Source: an optimization exercise on an open RTL-to-GDS flow (aim: small area and a short achievable clock period). Production flows keep margins and buffers that such runs may drop. At most, simulation tests tie the RTL to the original design; equivalence was not proved. For runs 1 and 2, only the layout was checked, not whether the RTL still works. Power is estimated from default activity; no workload was simulated.

$ cat flow/flow/make_args.txt
ADDER_MAP_FILE=
BUFFER_PORTS_ARGS=-buffer_cell sky130_fd_sc_hd__buf_1
CTS_ARGS=-sink_clustering_enable -repair_clock_nets -dont_use_dummy_load
$ cat flow/constraint.sdc
create_clock -name core_clock -period 5.0 [get_ports {clk}]
set_input_delay 1.0000 -clock core_clock [delete_from_list [all_inputs] [get_ports {clk}]]
set_output_delay 1.0000 -clock core_clock [all_outputs]
set_load 0.01 [all_outputs]
$ cat flow/flow/run.sh
#!/bin/bash
set -euo pipefail
args=()
while IFS= read -r line || [[ -n "$line" ]]; do
  [[ -z "$line" || "$line" == \#* ]] && continue
  args+=("$line")
done < flow/make_args.txt
bash standard.sh "${args[@]}" finish > run_make.log 2>&1
$ cat flow/design.v
`timescale 1ns / 1ps
module gelu_lut_module (
    input                       clk,
    input                       rst_n,
    input                       in_valid,
    input      signed [15:0]    in_data,
    output reg                  out_valid,
    output reg signed [10:0]    out_data
);
    reg         v1, s1;
    reg  [9:0]  m1;
    wire [5:0]  c;
    wire        bp;
    wire [9:0]  xa = in_data[9:0];
    wire [9:0]  lowor;
    genvar gi;
    generate for (gi = 0; gi < 10; gi = gi + 1) begin : g_or
        assign lowor[gi] = |xa[gi:0];
    end endgenerate
    wire [5:0]  pos_lo = s1 ? 6'd0 : m1[5:0];
    wire [4:0]  hi     = s1 ? 5'd0 : {1'b0, m1[9:6]};
    wire [5:0]  lo     = pos_lo - c;
    wire        b      = s1 ? (|m1[9:1]) : bp;
    always @(posedge clk or negedge rst_n)
        if (!rst_n) begin v1 <= 1'b0; out_valid <= 1'b0; end
        else begin v1 <= in_valid; out_valid <= v1; end
    always @(posedge clk) begin
        s1 <= in_data[10];
        m1 <= xa ^ ({10{in_data[10]}} & {lowor[8:0], 1'b0});
        out_data <= {b ? hi - 5'd1 : hi, lo};
    end
    gelu_c u_c (.a(m1), .y(c));
    gelu_b u_b (.a(m1), .y(bp));
endmodule
module gelu_c (input [9:0] a, output [5:0] y);
  wire n17, n18, n19, n20, n21, n22, n23,
    n24, n25, n26, n27, n28, n29, n30, n31,
    n32, n33, n34, n35, n37, n38, n39, n40,
    n41, n42, n43, n44, n45, n46, n47, n48,
    n49, n51, n52, n53, n54, n55, n56, n57,
    n58, n59, n60, n61, n62, n63, n64, n65,
    n66, n67, n68, n69, n70, n71, n72, n73,
    n74, n75, n76, n77, n78, n79, n80, n81,
    n82, n83, n84, n85, n86, n87, n88, n89,
    n90, n91, n92, n93, n95, n96, n97, n98,
    n99, n100, n101, n102, n103, n104, n105,
    n106, n107, n108, n109, n110, n111, n112,
    n113, n114, n115, n116, n117, n118, n119,
    n120, n121, n122, n123, n124, n125, n126,
    n127, n128, n129, n130, n131, n132, n133,
    n134, n135, n137, n138, n139, n140, n141,
    n142, n143, n144, n145, n146, n147, n148,
    n149, n150, n151, n152, n153, n154, n155,
    n156, n157, n158, n159, n160, n161, n162,
    n163, n164, n165, n166, n167, n168, n169,
    n170, n171, n172, n173, n174, n175, n176,
    n177, n178, n179, n180, n181, n182, n183,
    n184, n185, n186, n187, n188, n189, n190,
    n191, n192, n193, n194, n195, n196, n197,
    n198, n199, n200, n201, n202, n203, n205,
    n206, n207, n208, n209, n210, n211, n212,
    n213, n214, n215, n216, n217, n218, n219,
    n220, n221, n222, n223, n224, n225, n226,
    n227, n228, n229, n230, n231, n232, n233,
    n234, n235, n236, n237, n238, n239, n240,
    n241, n242, n243, n244, n245, n246, n247,
    n248, n249, n250, n251, n252, n253, n254,
    n255, n256, n257, n258, n259, n260, n261,
    n262, n263, n264, n265, n266, n267, n268,
    n269, n270, n271, n272, n273, n274, n275,
    n276, n277, n278, n279, n280, n281, n282,
    n283, n284, n285, n286, n287, n288, n289,
    n290, n291, n292, n293, n294, n295, n296,
    n297, n298, n299, n300, n301;
  assign n17 = a[8] & a[7];
  assign n18 = ~a[8] & ~a[6];
  assign n19 = a[2] & a[1];
  assign n20 = ~a[3] & ~n19;
  assign n21 = a[4] & ~n20;
  assign n22 = ~a[8] & ~n21;
  assign n23 = a[1] & a[0];
  assign n24 = ~a[3] & ~n23;
  assign n25 = ~a[2] & n24;
  assign n26 = a[4] & ~n25;
  assign n27 = a[8] & n26;
  assign n28 = ~n22 & ~n27;
  assign n29 = ~a[5] & ~n28;
  assign n30 = a[8] & a[5];
  assign n31 = ~n29 & ~n30;
  assign n32 = a[6] & ~n31;
  assign n33 = ~n18 & ~n32;
  assign n34 = ~a[7] & ~n33;
  assign n35 = ~a[9] & ~n17;
  assign y[5] = ~n34 & n35;
  assign n37 = ~a[4] & n25;
  assign n38 = a[5] & ~n37;
  assign n39 = ~a[6] & ~n38;
  assign n40 = n34 & ~n39;
  assign n41 = ~a[3] & ~a[2];
  assign n42 = ~n24 & ~n41;
  assign n43 = a[4] & n42;
  assign n44 = a[8] & ~a[5];
  assign n45 = ~n43 & n44;
  assign n46 = a[6] & ~n45;
  assign n47 = a[7] & ~n18;
  assign n48 = ~n46 & n47;
  assign n49 = ~n40 & ~n48;
  assign y[4] = ~a[9] & ~n49;
  assign n51 = ~a[2] & ~a[1];
  assign n52 = ~a[0] & n51;
  assign n53 = a[3] & ~n52;
  assign n54 = a[4] & n53;
  assign n55 = a[5] & n54;
  assign n56 = ~a[7] & n18;
  assign n57 = ~n55 & n56;
  assign n58 = a[9] & ~n57;
  assign n59 = ~a[6] & ~n30;
  assign n60 = ~a[1] & ~a[0];
  assign n61 = a[2] & ~n60;
  assign n62 = ~a[3] & ~n61;
  assign n63 = ~a[4] & n62;
  assign n64 = ~a[8] & ~n63;
  assign n65 = ~a[5] & ~n64;
  assign n66 = ~a[3] & n51;
  assign n67 = a[8] & ~n66;
  assign n68 = a[4] & n67;
  assign n69 = ~a[4] & ~a[3];
  assign n70 = n52 & n69;
  assign n71 = ~n26 & ~n70;
  assign n72 = ~a[8] & ~n71;
  assign n73 = ~a[5] & ~n68;
  assign n74 = ~n72 & n73;
  assign n75 = n65 & ~n74;
  assign n76 = n59 & ~n75;
  assign n77 = ~n46 & ~n76;
  assign n78 = a[7] & ~n77;
  assign n79 = ~a[8] & ~a[4];
  assign n80 = a[3] & n61;
  assign n81 = ~a[4] & ~n80;
  assign n82 = a[8] & ~n81;
  assign n83 = ~n79 & ~n82;
  assign n84 = ~a[5] & ~n83;
  assign n85 = a[3] & ~n51;
  assign n86 = a[4] & n85;
  assign n87 = n38 & ~n86;
  assign n88 = n59 & ~n87;
  assign n89 = ~n84 & n88;
  assign n90 = ~n32 & ~n89;
  assign n91 = ~a[7] & ~n90;
  assign n92 = ~a[9] & ~n78;
  assign n93 = ~n91 & n92;
  assign y[3] = ~n58 & ~n93;
  assign n95 = n51 & n69;
  assign n96 = ~a[5] & n95;
  assign n97 = n57 & ~n96;
  assign n98 = a[9] & ~n97;
  assign n99 = ~a[4] & ~n42;
  assign n100 = n22 & ~n99;
  assign n101 = ~a[5] & ~n27;
  assign n102 = ~n100 & n101;
  assign n103 = ~a[8] & n69;
  assign n104 = ~n68 & ~n103;
  assign n105 = a[5] & ~n104;
  assign n106 = a[6] & ~n105;
  assign n107 = ~n102 & n106;
  assign n108 = ~a[5] & ~n82;
  assign n109 = n26 & ~n53;
  assign n110 = ~a[8] & a[3];
  assign n111 = ~n109 & n110;
  assign n112 = n108 & ~n111;
  assign n113 = a[3] & n19;
  assign n114 = ~a[4] & ~n113;
  assign n115 = ~n25 & n114;
  assign n116 = ~n86 & ~n115;
  assign n117 = ~a[8] & ~n116;
  assign n118 = ~n68 & ~n117;
  assign n119 = a[5] & ~n118;
  assign n120 = ~a[6] & ~n112;
  assign n121 = ~n119 & n120;
  assign n122 = ~a[7] & ~n107;
  assign n123 = ~n121 & n122;
  assign n124 = a[4] & n80;
  assign n125 = ~a[8] & ~n124;
  assign n126 = a[5] & ~n125;
  assign n127 = ~n27 & n126;
  assign n128 = ~n75 & ~n127;
  assign n129 = ~a[6] & ~n128;
  assign n130 = ~n30 & ~n65;
  assign n131 = n46 & ~n130;
  assign n132 = a[7] & ~n131;
  assign n133 = ~n129 & n132;
  assign n134 = ~a[9] & ~n123;
  assign n135 = ~n133 & n134;
  assign y[2] = n98 | n135;
  assign n137 = a[9] & ~a[7];
  assign n138 = a[6] & ~a[5];
  assign n139 = n125 & n138;
  assign n140 = a[5] & ~n54;
  assign n141 = ~a[2] & ~n23;
  assign n142 = a[3] & ~n141;
  assign n143 = a[4] & n142;
  assign n144 = ~a[8] & ~n95;
  assign n145 = ~n143 & n144;
  assign n146 = ~a[5] & ~n145;
  assign n147 = n59 & ~n140;
  assign n148 = ~n146 & n147;
  assign n149 = ~n139 & ~n148;
  assign n150 = n137 & ~n149;
  assign n151 = a[8] & n37;
  assign n152 = ~n20 & ~n113;
  assign n153 = ~n99 & n152;
  assign n154 = ~a[8] & ~n153;
  assign n155 = n101 & ~n154;
  assign n156 = a[5] & n104;
  assign n157 = ~n72 & n156;
  assign n158 = ~n155 & ~n157;
  assign n159 = ~n151 & ~n158;
  assign n160 = a[6] & ~n159;
  assign n161 = ~a[4] & a[2];
  assign n162 = a[4] & ~n62;
  assign n163 = ~n19 & n53;
  assign n164 = n162 & ~n163;
  assign n165 = ~n161 & ~n164;
  assign n166 = ~a[8] & ~n165;
  assign n167 = n108 & ~n166;
  assign n168 = a[4] & n66;
  assign n169 = ~a[0] & n66;
  assign n170 = ~a[4] & ~n169;
  assign n171 = a[8] & ~n168;
  assign n172 = ~n170 & n171;
  assign n173 = ~n41 & ~n85;
  assign n174 = a[4] & ~n173;
  assign n175 = ~a[3] & ~n141;
  assign n176 = ~n19 & ~n175;
  assign n177 = ~a[4] & ~n176;
  assign n178 = ~a[8] & ~n174;
  assign n179 = ~n177 & n178;
  assign n180 = a[5] & ~n172;
  assign n181 = ~n179 & n180;
  assign n182 = ~a[6] & ~n181;
  assign n183 = ~n167 & n182;
  assign n184 = ~a[7] & ~n183;
  assign n185 = ~n160 & n184;
  assign n186 = ~n74 & ~n127;
  assign n187 = a[8] & n95;
  assign n188 = ~n186 & ~n187;
  assign n189 = ~a[6] & ~n188;
  assign n190 = n64 & ~n162;
  assign n191 = a[3] & a[2];
  assign n192 = ~a[4] & ~n191;
  assign n193 = a[5] & ~n192;
  assign n194 = ~n190 & n193;
  assign n195 = ~n43 & ~n63;
  assign n196 = a[8] & ~n195;
  assign n197 = n65 & ~n196;
  assign n198 = a[6] & ~n194;
  assign n199 = ~n197 & n198;
  assign n200 = a[7] & ~n199;
  assign n201 = ~n189 & n200;
  assign n202 = ~a[9] & ~n185;
  assign n203 = ~n201 & n202;
  assign y[1] = n150 | n203;
  assign n205 = a[5] & n26;
  assign n206 = ~a[4] & ~n85;
  assign n207 = ~a[5] & ~n206;
  assign n208 = ~n124 & n207;
  assign n209 = ~n205 & ~n208;
  assign n210 = a[6] & ~n209;
  assign n211 = n140 & ~n206;
  assign n212 = ~n66 & n114;
  assign n213 = ~a[5] & ~n143;
  assign n214 = ~n212 & n213;
  assign n215 = ~n211 & ~n214;
  assign n216 = ~a[6] & ~n215;
  assign n217 = ~a[8] & n137;
  assign n218 = ~n210 & n217;
  assign n219 = ~n216 & n218;
  assign n220 = n81 & ~n175;
  assign n221 = a[5] & ~n109;
  assign n222 = ~n220 & n221;
  assign n223 = ~a[0] & n69;
  assign n224 = ~n19 & ~n51;
  assign n225 = ~n223 & ~n224;
  assign n226 = ~a[2] & n223;
  assign n227 = ~a[5] & ~n225;
  assign n228 = ~n226 & n227;
  assign n229 = ~a[8] & ~n228;
  assign n230 = ~n222 & n229;
  assign n231 = ~a[5] & ~n25;
  assign n232 = ~n142 & n231;
  assign n233 = ~n85 & ~n169;
  assign n234 = ~a[4] & ~n233;
  assign n235 = ~n143 & ~n168;
  assign n236 = ~n234 & n235;
  assign n237 = n87 & n236;
  assign n238 = a[8] & ~n232;
  assign n239 = ~n237 & n238;
  assign n240 = a[6] & ~n230;
  assign n241 = ~n239 & n240;
  assign n242 = ~n61 & n85;
  assign n243 = ~n60 & n174;
  assign n244 = ~n43 & ~n243;
  assign n245 = ~n242 & ~n244;
  assign n246 = ~n19 & ~n141;
  assign n247 = ~n60 & ~n246;
  assign n248 = ~a[3] & ~n247;
  assign n249 = a[3] & ~n246;
  assign n250 = ~a[4] & ~n249;
  assign n251 = ~n248 & n250;
  assign n252 = ~a[8] & ~n251;
  assign n253 = ~n245 & n252;
  assign n254 = a[8] & ~n236;
  assign n255 = ~n253 & ~n254;
  assign n256 = a[5] & ~n255;
  assign n257 = ~a[4] & ~a[1];
  assign n258 = ~a[2] & n53;
  assign n259 = a[2] & n60;
  assign n260 = n24 & ~n259;
  assign n261 = ~n113 & ~n260;
  assign n262 = ~n258 & n261;
  assign n263 = a[4] & ~n262;
  assign n264 = ~a[8] & ~n257;
  assign n265 = ~n263 & n264;
  assign n266 = n82 & n195;
  assign n267 = ~a[5] & ~n187;
  assign n268 = ~n266 & n267;
  assign n269 = ~n265 & n268;
  assign n270 = ~a[6] & ~n269;
  assign n271 = ~n256 & n270;
  assign n272 = ~a[7] & ~n241;
  assign n273 = ~n271 & n272;
  assign n274 = ~n62 & n114;
  assign n275 = ~n43 & ~n274;
  assign n276 = a[8] & ~n275;
  assign n277 = n65 & ~n276;
  assign n278 = ~n169 & n192;
  assign n279 = ~n43 & ~n278;
  assign n280 = a[8] & ~n279;
  assign n281 = ~n190 & ~n280;
  assign n282 = a[5] & ~n281;
  assign n283 = a[6] & ~n277;
  assign n284 = ~n282 & n283;
  assign n285 = n67 & ~n85;
  assign n286 = ~n53 & n170;
  assign n287 = ~a[8] & ~n26;
  assign n288 = ~n286 & n287;
  assign n289 = ~a[5] & ~n285;
  assign n290 = ~n288 & n289;
  assign n291 = n26 & ~n191;
  assign n292 = ~n66 & n206;
  assign n293 = ~n291 & ~n292;
  assign n294 = a[8] & ~n293;
  assign n295 = n126 & ~n294;
  assign n296 = ~a[6] & ~n290;
  assign n297 = ~n295 & n296;
  assign n298 = a[7] & ~n284;
  assign n299 = ~n297 & n298;
  assign n300 = ~a[9] & ~n299;
  assign n301 = ~n273 & n300;
  assign y[0] = n219 | n301;
endmodule
module gelu_b (input [9:0] a, output [0:0] y);
  wire n12, n13, n14, n15, n16, n17, n18,
    n19, n20, n21, n22, n23, n24, n25, n26,
    n27, n28, n29, n30, n31, n32, n33, n34,
    n35, n36, n37, n38, n39, n40, n41, n42,
    n43, n44, n45, n46, n47, n48, n49, n50,
    n51, n52, n53, n54, n55, n56;
  assign n12 = ~a[2] & ~a[1];
  assign n13 = a[6] & n12;
  assign n14 = ~a[7] & ~n13;
  assign n15 = ~a[6] & ~a[2];
  assign n16 = ~a[0] & n15;
  assign n17 = ~n12 & ~n16;
  assign n18 = a[7] & ~n17;
  assign n19 = a[3] & ~n18;
  assign n20 = ~a[8] & a[5];
  assign n21 = ~n14 & n20;
  assign n22 = ~n19 & n21;
  assign n23 = ~a[6] & ~a[3];
  assign n24 = ~a[1] & ~a[0];
  assign n25 = a[2] & ~n24;
  assign n26 = a[8] & ~a[7];
  assign n27 = n23 & n26;
  assign n28 = ~n25 & n27;
  assign n29 = ~n22 & ~n28;
  assign n30 = ~a[9] & ~n29;
  assign n31 = ~a[9] & ~a[8];
  assign n32 = ~a[3] & ~a[2];
  assign n33 = ~a[8] & ~a[7];
  assign n34 = a[3] & ~n15;
  assign n35 = a[1] & a[0];
  assign n36 = ~n23 & n35;
  assign n37 = n33 & ~n34;
  assign n38 = ~n36 & n37;
  assign n39 = a[9] & ~n32;
  assign n40 = ~n38 & n39;
  assign n41 = ~a[5] & ~n31;
  assign n42 = ~n40 & n41;
  assign n43 = ~n30 & ~n42;
  assign n44 = ~a[4] & ~n43;
  assign n45 = ~a[6] & n33;
  assign n46 = a[7] & ~n23;
  assign n47 = a[6] & a[3];
  assign n48 = a[7] & a[0];
  assign n49 = ~n47 & ~n48;
  assign n50 = a[2] & a[1];
  assign n51 = ~n49 & n50;
  assign n52 = ~n46 & ~n51;
  assign n53 = a[8] & ~n52;
  assign n54 = ~a[9] & ~a[5];
  assign n55 = ~n45 & n54;
  assign n56 = ~n53 & n55;
  assign y[0] = n44 | n56;
endmodule
$ cat flow/config.mk
export PLATFORM = sky130hd
export DESIGN_NAME = gelu_lut_module
export DESIGN_NICKNAME = gelu_lut_module
export VERILOG_FILES = /design/flow/design.v
export SDC_FILE = /design/flow/constraint.sdc
export NUM_CORES = 4
export LEC_CHECK = 0
export ABC_AREA = 1
export CAP_MARGIN = 70
export CORE_MARGIN = 2
export CORE_UTILIZATION = 40
export SETUP_SLACK_MARGIN = 2.75
export SLEW_MARGIN = 70
export TNS_END_PERCENT = 5
$ cat flow/standard.sh
#!/bin/bash
# synth_recipe.tcl (not shown) runs the flow's synth.tcl, then flattens the netlist and writes it again
# the make line also repeats each setting of config.mk as NAME=value (left out here)
make -C /OpenROAD-flow-scripts/flow DESIGN_CONFIG=/design/flow/config.mk WORK_HOME=/design/flow/orfs CLKGATE_MAP_FILE= SYNTH_SCRIPT=/design/flow/synth_recipe.tcl "${@:-finish}"
==> run notes, run 1 <==
total gr overflow 0; cells after synthesis 423; Pwr Density 292.3 nW/µm²; PortBufs 25; Power, Total 875.0 µW; period utilization 43.83%; worst endpoint required time 5160 ps; Antenna Nets Post-Route 0; max-cap viol count 0; Achievable Freq 456.3 MHz; static leakage 0.001474 µW; Clock Sink Count 24; Die Area 6454 µm²; top-count cell post-synth nand2_1; Internal 469.7 µW; dpl cell area 2461 µm²; Avg Cell Area, Syn 5.511 µm²; crit path DAT 2360 ps; DR WL/cell 13.92 µm; Worst Setup End Kind flip-flop; Worst-path clk slew 80 ps; Net Switching 405.3 µW; Hold Path Class reg2reg; area delta synth->final 28.40%; core area 5574 µm²; measured slew at the worst slew-check pin 383.2 ps; Inserted Diodes 0; DRC Markers 0; CTS Buf Count 3; post-synthesis sequential element count 24; Routed WL 7.363 mm; switching share of power 46.32%; final setup fails 0; Max Slew Vio Count 0; Hold Vio Cnt, Final 0; Final HPWL DP 5.079 mm; 1st-iter DRT viols 266; Hold Startpoint v1$_DFF_PN0_; clock root buffer clkbuf_8; ranking of synthesized cells by area nand2_1, dfxtp_1, nand3_1, nor2_1, inv_1; reg2reg path depth 18; Hold Crit Depth 0; Synth Warn # 1; Pre-Repair DR Iteration Count 5; combinational group share of total power 56.3%; worst r2r dst out_data[5]$_DFF_P_; Syn Nets 442; kind of critical path reg2reg; Worst Path Max Fanout 8; Post-synth top flop dfxtp_1; Clock Tree Buf Depth 2; Worst slew margin 74.30%; WHS Endpoint out_valid$_DFF_PN0_; num ports 31; nets 478; Fillers 576; DR vias 2883; Unique masters post-synth 35; peak supply drop 0.1971 mV; CTS tree built; initial antenna violation count 0; sequential share of power 30.8%; Fin Clk Skew 6.531 ps; sum of negative setup slack 0 ps; first-pass GRT wire length 11.64 mm; number of global-route vias before repair 2523; EDFF count, synth 0; worst r2r src m1[2]$_DFF_P_; RePlAce Congestion 0.9644; Non-Filler Instances 529; clk latency of the worst-skew pair 270 ps; GR Util All Layers 22.99%; Seq/Total Area, Yosys 21.04%; fin crit period 2191 ps; Crit-path slowest cell dfxtp_4; largest net degree at the start of global routing 23; Starting Density 41.82%; top post-synthesis cells by count nand2_1, nand3_1, nor2_1, inv_1, dfxtp_1; status timing/DRC/antenna clean; post-route cell area 2993 µm²; reg2reg setup slack 2810 ps; post-synth top area share 24.64%; Chip Height 80.34 µm; synthesized cell area 2331 µm²; depth of the CTS H-tree 1; CP max stage delay 410 ps; Die Wd 80.34 µm; dpl cells 506; # rows 27; layout cells sized above 1 24.29%; clock share of power 12.9%; dominant cell type by area after synthesis nand2_1; RSZ-0062 raised after global routing true; crit path launch type flip-flop; CP cell instances nor2_8 > nand2_8 > nand2_4 > nand2_4 > nand2_4 > nand2_4 > nand2_4 > nand2_2 > nand2_1 > nand2_1 > nand2_1 > nand2_2 > or2_4 > nand2_4 > nor2_2 > or2_0 > nand3_1 > nand2_1; Post-synth ARST share 8.333%; Most common cell on crit path nand2_4; vias per inst 5.450
stage by stage:
| step | util, % | hold slack (ps) | setup slack (ps) |
|---|---|---|---|
| after floorplan | - | 331.2 | 2903 |
| after global placement | 44.02 | 338.0 | 2292 |
| after detailed placement | 44.15 | 341.1 | 2605 |
| after CTS | 46.40 | 361.2 | 2757 |
| after global routing | 53.69 | 373.4 | 2650 |
| final | 53.69 | 355.8 | 2809 |
logic make-up after synthesis:
logic type,count (synthesis),synth area share [%]
xor+xnor,14,5.260
flops,24,21.04
simple gates,276,51.48
compound gates,51,12.18
buf+inv,58,10.04
sequential cells by signal, indices dropped and copies added, names as in the netlist:
register,count
out_valid,1
s1,1
v1,1
out_data,11
m1,10
placed cells by master (no fill, tap or decap), drive strengths merged, types with 3 or more instances in the layout:
master	n
a21oi	20
buf	47
clkbuf	3
clkinv	3
dfxtp	22
inv	38
nand2	162
nand3	56
nand3b	3
nand4	4
nor2	47
o21ai	18
o22ai	3
xnor2	8
xor2	6
critical path, delay by kind of cell, from the launching register on:
family	cells	cell delay, ps
flip-flops	1	410
AND/OR/NAND/NOR	18	1660
worst max-delay path by stage:
| stage | depth (start not counted) | slack (ps) | start | end |
|---|---|---|---|---|
| floorplan | 7 | 2900 | in_data[1] | m1[9]$_DFF_P_ |
| global placement | 12 | 2290 | m1[5]$_DFF_P_ | out_data[5]$_DFF_P_ |
| detailed placement | 13 | 2610 | m1[1]$_DFF_P_ | out_data[5]$_DFF_P_ |
| CTS | 18 | 2760 | m1[3]$_DFF_P_ | out_data[5]$_DFF_P_ |
| global route | 13 | 2650 | m1[7]$_DFF_P_ | out_data[4]$_DFF_P_ |
| finish | 18 | 2810 | m1[2]$_DFF_P_ | out_data[5]$_DFF_P_ |
power by group through the flow:
stage               Sequential (µW)  Combinational (µW)  Clock [µW]
finish                          269                 493         113
global route                    273                 547         126
CTS                             264                 402         117
detailed placement              269                 386           0
global placement                268                 385           0
floorplan                       266                 294           0
layer usage:
metal  wire, µm  vias up  share of wire (%)  track usage (%)
met5          0        -                  0                0
met4        193        0                2.6            10.34
met3        584       24                7.9            2.809
met2       3469      155                 47            37.25
met1       3115     1277                 42            30.43
li1           -     1427                  -                -
final cells by class:
cell class,count,area (µm²),area share [%]
multi-input cells,341,1863,62.25
flip-flops and latches,24,509.2,17.02
repair buffers,47,295.3,9.866
inverters,42,193.9,6.480
well taps,72,90.09,3.010
clock buffers,3,41.29,1.380
timing repair:
action | in CTS | in global routing
pin swaps | 1 | 22
endpoints found under the setup margin | 4 | 5
setup buffers | 5 | 15
gates resized for setup | 12 | 88
hold buffers | 0 | 0
==> run 2, diff against run 1 <==
--- a/flow/config.mk
+++ b/flow/config.mk
@@ -9,6 +9,6 @@
 export CAP_MARGIN = 70
 export CORE_MARGIN = 2
 export CORE_UTILIZATION = 40
-export SETUP_SLACK_MARGIN = 2.75
+export SETUP_SLACK_MARGIN = 2.65
 export SLEW_MARGIN = 70
 export TNS_END_PERCENT = 5
==> run notes, run 2 <==
Inserted Diodes 0; Chip Height 80.34 µm; first-pass GRT wire length 11.46 mm; DRC Markers 0; mux cell area share after synthesis 0%; xor/xnor cell area share of the yosys netlist 5.260%; Worst Path Max Fanout 7; DR WL/cell 13.51 µm; peak supply drop 0.1959 mV; 1st-iter DRT viols 235; area delta synth->final 22.54%; Max Slew Vio Count 0; largest net degree at the start of global routing 23; Worst Setup EP out_data[5]$_DFF_P_; biggest regs out_data x11, m1 x10; Clock Tree Buf Depth 2; Pwr Density 294.7 nW/µm²; max-cap viol count 0; Fin Clk Skew 7.350 ps; post-route cell area 2856 µm²; Worst Setup End Kind flip-flop; worst r2r dst out_data[5]$_DFF_P_; sum of negative setup slack 0 ps; initial antenna violation count 0; Avg Cell Area, Syn 5.511 µm²; static leakage 0.001452 µW; Worst-path clk slew 80 ps; post-synth top area share 24.64%; top post-synthesis cells by count nand2_1, nand3_1, nor2_1, inv_1, dfxtp_1; top-count cell post-synth nand2_1; worst setup path startpoint m1[3]$_DFF_P_; Final HPWL DP 5.079 mm; status timing/DRC/antenna clean; max reg flops 11; final setup fails 0; ranking of synthesized cells by area nand2_1, dfxtp_1, nand3_1, nor2_1, inv_1; # rows 27; RSZ-0062 raised after global routing true; CTS Buf Count 3; Biggest register out_data; core area 5574 µm²; period utilization 44.20%; simple-gate share of the synthesized area 51.48%; vias per inst 5.423; Final WS setup 2790 ps; fin crit period 2210 ps; crit path launch type flip-flop; post-synthesis sequential element count 24; Post-Synth Adder-Cell Area 0%; worst r2r src m1[3]$_DFF_P_; Seq/Total Area, Yosys 21.04%; reg2reg path depth 18; Die Wd 80.34 µm; main combinational cell family by area after synthesis simple AND/OR/NAND/NOR gates; kind of critical path reg2reg; Post-synth ARST share 8.333%; Worst slew margin 77.43%; Power, Total 841.9 µW; Routed WL 7.161 mm; EDFF count, synth 0; PortBufs 25; depth of the CTS H-tree 1; measured slew at the worst slew-check pin 336.4 ps; number of global-route vias before repair 2469; commonest cells after routing, fill and taps aside nand2_1, nand3_1, nor2_1, inv_1, buf_1; num ports 31; RePlAce Congestion 0.9644; dpl cell area 2461 µm²; Starting Density 41.82%; total gr overflow 0; Clock Sink Count 24; GR Util All Layers 22.65%; Achievable Freq 452.5 MHz; clk latency of the worst-skew pair 270 ps; Syn Nets 442; worst endpoint required time 5160 ps; clock root buffer clkbuf_8; Pre-Repair DR Iteration Count 7; DR vias 2874; crit path DAT 2370 ps; Antenna Nets Post-Route 0; dominant cell type by area after synthesis nand2_1; Synth Warn # 1; Hold Vio Cnt, Final 0; synthesized cell area 2331 µm²; Unique masters post-synth 35; Hold Path Class reg2reg; nets 479; Die Area 6454 µm²; Post-synth top flop dfxtp_1; layout cells sized above 1 20.09%; CTS tree built; Synth Area in Compound Gates 12.18%; cells after synthesis 423; worst slack, placed 2605 ps; commonest non-fill, non-tap cell in the layout nand2_1; reg2reg setup slack 2790 ps
-- run 2: worst min path at each step --
stage                 start                  end  slack (ps)  cells after the start
6_report       v1$_DFF_PN0_  out_valid$_DFF_PN0_         360                      0
4_1_cts        v1$_DFF_PN0_  out_valid$_DFF_PN0_         360                      0
3_3_place_gp   v1$_DFF_PN0_  out_valid$_DFF_PN0_         340                      0
2_1_floorplan  v1$_DFF_PN0_  out_valid$_DFF_PN0_         330                      0
5_1_grt        v1$_DFF_PN0_  out_valid$_DFF_PN0_         370                      0
3_5_place_dp   v1$_DFF_PN0_  out_valid$_DFF_PN0_         340                      0
-- run 2: cells by family (layout without fill, tap and decap cells) --
logic type      count (synthesis)  in the layout
flops                          24             24
xor+xnor                       14             14
buf+inv                        58             93
compound gates                 51             51
simple gates                  276            276
-- run 2: metrics by stage --
step	std cells	hold slack, ps	utilization (%)
final	530	355.8	51.25
after global routing	530	373.4	51.25
after CTS	509	361.2	44.92
after detailed placement	506	341.1	44.15
after global placement	506	338.0	44.02
after floorplan	423	331.2	-
-- run 2: final cells by class --
cell class | count | area, µm²
Fill cell | 600 | 2718
Multi-Input combinational cell | 341 | 1764
Sequential cell | 24 | 511.7
Timing Repair Buffer | 48 | 275.3
Inverter | 42 | 173.9
Tap cell | 72 | 90.09
Clock buffer | 3 | 41.29
-- run 2: metal layers --
layer,up-vias,share of wire [%],GRT usage [%]
met1,1275,43,29.91
met4,0,3.0,9.661
met5,-,0,0
met3,21,7.5,2.809
met2,145,46,37.00
li1,1433,-,-
-- run 2: power breakdown --
group | total [µW] | leakage (µW) | internal [µW] | switching, µW
Sequential | 268 | 0.000211 | 232 | 36.2
Clock | 112 | 0.0000216 | 53.9 | 58.4
Combinational | 462 | 0.00122 | 171 | 290
Total | 842 | 0.00145 | 457 | 385
-- run 2: worst max-delay path, cell delays in order, from the launching register on --
cell and delay [ps]:
dfxtp_4 410, nor2_8 200, nand2_4 120, nand2_2 80, nand2_2 60, nand2_2 70
nand2_2 70, nand2_2 70, nand2_1 50, nand2_1 60, nand2_1 50, nand2_1 80
nand2_2 60, or2_4 270, nand2_4 70, nor2_2 50, or2_0 190, nand3_1 80
nand2_1 50
-- run 2: what timing repair did --
action | 4_1_cts | 5_1_grt
pin swaps | 0 | 12
buffers inserted | 0 | 21
gates resized for setup | 1 | 63
hold buffers | 0 | 0
endpoints found under the setup margin | 2 | 5
==> run 3, diff against run 2 <==
--- a/flow/design.v
+++ b/flow/design.v
@@ -5,12 +5,11 @@
     input                       in_valid,
     input      signed [15:0]    in_data,
     output reg                  out_valid,
-    output reg signed [10:0]    out_data
+    output     signed [10:0]    out_data
 );
     reg         v1, s1;
     reg  [9:0]  m1;
     wire [5:0]  c;
-    wire        bp;
     wire [9:0]  xa = in_data[9:0];
     wire [9:0]  lowor;
     genvar gi;
@@ -19,18 +18,25 @@
     end endgenerate
     wire [5:0]  pos_lo = s1 ? 6'd0 : m1[5:0];
     wire [4:0]  hi     = s1 ? 5'd0 : {1'b0, m1[9:6]};
-    wire [5:0]  lo     = pos_lo - c;
-    wire        b      = s1 ? (|m1[9:1]) : bp;
+    wire [6:0]  dlo    = {1'b0, pos_lo} - {1'b0, c};
     always @(posedge clk or negedge rst_n)
         if (!rst_n) begin v1 <= 1'b0; out_valid <= 1'b0; end
         else begin v1 <= in_valid; out_valid <= v1; end
     always @(posedge clk) begin
         s1 <= in_data[10];
         m1 <= xa ^ ({10{in_data[10]}} & {lowor[8:0], 1'b0});
-        out_data <= {b ? hi - 5'd1 : hi, lo};
     end
+    reg  [5:0]  lo2;
+    reg         b2;
+    reg  [4:0]  hi2, hm2;
+    always @(posedge clk) begin
+        lo2 <= dlo[5:0];
+        b2  <= dlo[6];
+        hi2 <= hi;
+        hm2 <= hi - 5'd1;
+    end
+    assign out_data = {b2 ? hm2 : hi2, lo2};
     gelu_c u_c (.a(m1), .y(c));
-    gelu_b u_b (.a(m1), .y(bp));
 endmodule
 module gelu_c (input [9:0] a, output [5:0] y);
   wire n17, n18, n19, n20, n21, n22, n23,
@@ -359,57 +365,3 @@
   assign n301 = ~n273 & n300;
   assign y[0] = n219 | n301;
 endmodule
-module gelu_b (input [9:0] a, output [0:0] y);
-  wire n12, n13, n14, n15, n16, n17, n18,
-    n19, n20, n21, n22, n23, n24, n25, n26,
-    n27, n28, n29, n30, n31, n32, n33, n34,
-    n35, n36, n37, n38, n39, n40, n41, n42,
-    n43, n44, n45, n46, n47, n48, n49, n50,
-    n51, n52, n53, n54, n55, n56;
-  assign n12 = ~a[2] & ~a[1];
-  assign n13 = a[6] & n12;
-  assign n14 = ~a[7] & ~n13;
-  assign n15 = ~a[6] & ~a[2];
-  assign n16 = ~a[0] & n15;
-  assign n17 = ~n12 & ~n16;
-  assign n18 = a[7] & ~n17;
-  assign n19 = a[3] & ~n18;
-  assign n20 = ~a[8] & a[5];
-  assign n21 = ~n14 & n20;
-  assign n22 = ~n19 & n21;
-  assign n23 = ~a[6] & ~a[3];
-  assign n24 = ~a[1] & ~a[0];
-  assign n25 = a[2] & ~n24;
-  assign n26 = a[8] & ~a[7];
-  assign n27 = n23 & n26;
-  assign n28 = ~n25 & n27;
-  assign n29 = ~n22 & ~n28;
-  assign n30 = ~a[9] & ~n29;
-  assign n31 = ~a[9] & ~a[8];
-  assign n32 = ~a[3] & ~a[2];
-  assign n33 = ~a[8] & ~a[7];
-  assign n34 = a[3] & ~n15;
-  assign n35 = a[1] & a[0];
-  assign n36 = ~n23 & n35;
-  assign n37 = n33 & ~n34;
-  assign n38 = ~n36 & n37;
-  assign n39 = a[9] & ~n32;
-  assign n40 = ~n38 & n39;
-  assign n41 = ~a[5] & ~n31;
-  assign n42 = ~n40 & n41;
-  assign n43 = ~n30 & ~n42;
-  assign n44 = ~a[4] & ~n43;
-  assign n45 = ~a[6] & n33;
-  assign n46 = a[7] & ~n23;
-  assign n47 = a[6] & a[3];
-  assign n48 = a[7] & a[0];
-  assign n49 = ~n47 & ~n48;
-  assign n50 = a[2] & a[1];
-  assign n51 = ~n49 & n50;
-  assign n52 = ~n46 & ~n51;
-  assign n53 = a[8] & ~n52;
-  assign n54 = ~a[9] & ~a[5];
-  assign n55 = ~n45 & n54;
-  assign n56 = ~n53 & n55;
-  assign y[0] = n44 | n56;
-endmodule
==> flow/flow/make_args.txt (replaced) <==
ADDER_MAP_FILE=
BUFFER_PORTS_ARGS=-buffer_cell sky130_fd_sc_hd__buf_1
CTS_ARGS=-sink_clustering_enable -repair_clock_nets -dont_use_dummy_load
DONT_USE_CELLS=sky130_fd_sc_hd__probe_p_8 sky130_fd_sc_hd__probec_p_8 sky130_fd_sc_hd__lpflow_bleeder_1 sky130_fd_sc_hd__lpflow_clkbufkapwr_1 sky130_fd_sc_hd__lpflow_clkbufkapwr_16 sky130_fd_sc_hd__lpflow_clkbufkapwr_2 sky130_fd_sc_hd__lpflow_clkbufkapwr_4 sky130_fd_sc_hd__lpflow_clkbufkapwr_8 sky130_fd_sc_hd__lpflow_clkinvkapwr_1 sky130_fd_sc_hd__lpflow_clkinvkapwr_16 sky130_fd_sc_hd__lpflow_clkinvkapwr_2 sky130_fd_sc_hd__lpflow_clkinvkapwr_4 sky130_fd_sc_hd__lpflow_clkinvkapwr_8 sky130_fd_sc_hd__lpflow_decapkapwr_12 sky130_fd_sc_hd__lpflow_decapkapwr_3 sky130_fd_sc_hd__lpflow_decapkapwr_4 sky130_fd_sc_hd__lpflow_decapkapwr_6 sky130_fd_sc_hd__lpflow_decapkapwr_8 sky130_fd_sc_hd__lpflow_inputiso0n_1 sky130_fd_sc_hd__lpflow_inputiso0p_1 sky130_fd_sc_hd__lpflow_inputiso1n_1 sky130_fd_sc_hd__lpflow_inputiso1p_1 sky130_fd_sc_hd__lpflow_inputisolatch_1 sky130_fd_sc_hd__lpflow_isobufsrc_1 sky130_fd_sc_hd__lpflow_isobufsrc_16 sky130_fd_sc_hd__lpflow_isobufsrc_2 sky130_fd_sc_hd__lpflow_isobufsrc_4 sky130_fd_sc_hd__lpflow_isobufsrc_8 sky130_fd_sc_hd__lpflow_isobufsrckapwr_16 sky130_fd_sc_hd__lpflow_lsbuf_lh_hl_isowell_tap_1 sky130_fd_sc_hd__lpflow_lsbuf_lh_hl_isowell_tap_2 sky130_fd_sc_hd__lpflow_lsbuf_lh_hl_isowell_tap_4 sky130_fd_sc_hd__lpflow_lsbuf_lh_isowell_4 sky130_fd_sc_hd__lpflow_lsbuf_lh_isowell_tap_1 sky130_fd_sc_hd__lpflow_lsbuf_lh_isowell_tap_2 sky130_fd_sc_hd__lpflow_lsbuf_lh_isowell_tap_4  sky130_fd_sc_hd__mux2_1 sky130_fd_sc_hd__mux2_2 sky130_fd_sc_hd__mux2i_1 sky130_fd_sc_hd__o21ai_0 sky130_fd_sc_hd__nand4_1 sky130_fd_sc_hd__nor4_1 sky130_fd_sc_hd__nor3_1 sky130_fd_sc_hd__o2111ai_1 sky130_fd_sc_hd__o311ai_0 sky130_fd_sc_hd__a2111oi_0
==> run notes, run 3 <==
status timing/DRC/antenna clean; Pre-Repair DR Iteration Count 4; Post-synth top flop dfxtp_1; synthesized cell area 2386 µm²; main combinational cell family by area after synthesis simple AND/OR/NAND/NOR gates; Final HPWL DP 4.944 mm; Hold Vio Cnt, Final 0; total gr overflow 0; Biggest register m1; Worst slew margin 73.65%; post-synth top area share 23.28%; DR vias 2703; Unique masters post-synth 30; Achievable Freq 452.9 MHz; crit path DAT 2360 ps; 1st-iter DRT viols 329; Inserted Diodes 0; clock root buffer clkbuf_8; first-pass GRT wire length 10.74 mm; Clock Sink Count 29; layout cells sized above 1 17.75%; commonest non-fill, non-tap cell in the layout nand2_1; dominant cell type by area after synthesis nand2_1; max reg flops 10; num ports 31; # rows 28; kind of critical path reg2reg; Routed WL 6.554 mm; largest net degree at the start of global routing 22; Chip Height 81.24 µm; GR Util All Layers 20.80%; Post-synth ARST share 6.897%; Starting Density 40.78%; Crit-path slowest cell dfxtp_4; static leakage 0.001365 µW; Post-Synth Adder-Cell Area 0%; reg2reg setup slack 2790 ps; PortBufs 25; post-synthesis sequential element count 29; Hold Startpoint v1$_DFF_PN0_; period utilization 44.16%; max-cap viol count 0; Seq/Total Area, Yosys 24.75%; core area 5851 µm²; xor/xnor cell area share of the yosys netlist 4.405%; Most common cell on crit path nand2_1; Worst Path Max Fanout 9; sum of negative setup slack 0 ps; number of global-route vias before repair 2315; Avg Cell Area, Syn 5.681 µm²; fin crit period 2208 ps; crit path launch type flip-flop; CP Buf/Inv Count 1; Hold Path Class reg2reg; Worst Setup End Kind flip-flop; ranking of synthesized cells by area nand2_1, dfxtp_1, nand3_1, nor2_1, inv_1; Power, Total 907.0 µW; area delta synth->final 16.10%; commonest cells after routing, fill and taps aside nand2_1, nand3_1, nor2_1, inv_1, buf_1; top post-synthesis cells by count nand2_1, nand3_1, nor2_1, inv_1, dfxtp_1; worst endpoint required time 5160 ps; final setup fails 0; top-count cell post-synth nand2_1; mux cell area share after synthesis 0%; CTS tree built; depth of the CTS H-tree 2; peak supply drop 0.1499 mV; Syn Nets 439; Clock Tree Buf Depth 2; Pwr Density 327.4 nW/µm²; Fin Clk Skew 6.212 ps; Hold Crit Depth 0; CP cell instances nor2_4 > nand2_4 > nand3_2 > nand2_1 > inv_2 > nand2_1 > nand3_1 > nand2_1 > a211oi_2 > nand2b_1 > nand2_1 > nor2_2 > nand2_1 > a21oi_1 > nor2_1; initial antenna violation count 0; CTS Buf Count 5; nets 466; clk latency of the worst-skew pair 270 ps; DR WL/cell 12.60 µm; worst r2r src m1[3]$_DFF_P_; Max Slew Vio Count 0; WHS Endpoint out_valid$_DFF_PN0_; RePlAce Congestion 0.8961; Synth Area in Compound Gates 9.439%; Die Area 6599 µm²; Synth Warn # 1; reg2reg path depth 15; DRC Markers 0; Die Wd 81.24 µm; simple-gate share of the synthesized area 51.28%; Antenna Nets Post-Route 0; cells after synthesis 420; Worst-path clk slew 60 ps; measured slew at the worst slew-check pin 394.7 ps; biggest regs m1 x10, lo2 x6, hm2 x5; worst r2r dst b2$_DFF_P_; vias per inst 5.198; RSZ-0062 raised after global routing true; CP max stage delay 390 ps; CP delay by family, top simple AND/OR/NAND/NOR gates; EDFF count, synth 0
-- run 3: logic make-up (layout without fill, tap and decap cells) --
family / count (synthesis) / in the layout
AOI/OAI and AO/OA: 41 / 41
xor gates and xnor gates: 12 / 12
buffers and inverters: 59 / 84
DFF: 29 / 29
and+or+nand+nor: 279 / 279
-- run 3: power breakdown --
| group | internal (µW) | total (µW) | switching, µW |
|---|---|---|---|
| logic | 152 | 422 | 270 |
| registers | 274 | 322 | 47.7 |
| clock network | 89.2 | 163 | 73.9 |
| total | 515 | 907 | 392 |
-- run 3: stage by stage --
stage          hold slack (ps)  instance area, µm²  utilization [%]  setup slack, ps  std cells
2_1_floorplan            331.2                2386                -             2935        420
3_3_place_gp             334.9                2497            42.69             2064        505
3_5_place_dp             342.0                2504            42.79             2557        505
4_1_cts                  354.3                2576            44.03             2668        510
5_1_grt                  354.4                2770            47.35             2616        520
6_report                 350.9                2770            47.35             2792        520
-- run 3: worst reg2reg max path, cell delays in order, from the launching register on --
cell and delay [ps]:
dfxtp_4 390, nor2_4 240, nand2_4 120, nand3_2 90, nand2_1 70, inv_2 70, nand2_1 80, nand3_1 110
nand2_1 100, a211oi_2 190, nand2b_1 150, nand2_1 100, nor2_2 130, nand2_1 70, a21oi_1 110, nor2_1 70
-- run 3: layout make-up --
cell class	count	area [µm²]
clock buffers	5	68.82
flip-flops and latches	29	616.8
inverters	44	180.2
fillers	638	3080
repair buffers	35	168.9
well taps	75	93.84
multi-input cells	332	1642
-- run 3: how the worst max path moves through the flow --
stage / from / end / slack [ps] / cells after the start
after global placement: m1[4]$_DFF_P_ / lo2[4]$_DFF_P_ / 2060 / 17
final: m1[3]$_DFF_P_ / b2$_DFF_P_ / 2790 / 15
after CTS: m1[3]$_DFF_P_ / lo2[4]$_DFF_P_ / 2670 / 17
after floorplan: in_data[1] / m1[9]$_DFF_P_ / 2930 / 7
after detailed placement: m1[2]$_DFF_P_ / lo2[4]$_DFF_P_ / 2560 / 19
after global routing: m1[1]$_DFF_P_ / lo2[5]$_DFF_P_ / 2620 / 19
-- run 3: layer usage --
metal	global-route usage, %	vias up	share of wire [%]
met5	0	-	0
met4	6.949	0	2.5
met3	4.111	21	6.9
met2	32.40	115	46
met1	28.68	1179	44
li1	-	1388	-
-- run 3: what timing repair did --
item                                   in CTS  in global routing
setup buffers                               0                 10
cloned                                      0                  0
pin swaps                                   0                  5
setup endpoints to repair                   5                  5
hold buffers                                0                  0
endpoints found under the hold margin       0                  0
resized for setup                           2                 39

-- what the ideal ports hide --
The results above use ideal ports. As a check the final layouts listed here were re-extracted and re-timed, cells and wires unchanged. Step 1: set_driving_cell puts a clkbuf_16 on clk and a buf_2 on each other input, an assumption about the parent block. Step 2 also shifts input and output timing later by t, the mid clock arrival at the registers, as if the neighbouring blocks saw the same clock. Slacks: no drivers / after step 1 / after step 2; pairs: no drivers / after step 1.
run | shift t [ns] | setup slack, ns | latest minus earliest clock arrival (ns) | worst data-port slew with drivers (ns)
run 1 | 0.295 | 2.809 / 2.809 / 2.665 | 0.006 / 0.006 | 0.03
run 2 | 0.297 | 2.790 / 2.790 / 2.665 | 0.007 / 0.007 | 0.03
run 3 | 0.291 | 2.792 / 2.792 / 2.695 | 0.007 / 0.007 | 0.03
After both steps setup and hold are still met in every run listed. The setup slack of run 1, which loses most, moves by 0.000 ns with the drivers and by -0.144 ns with both steps.
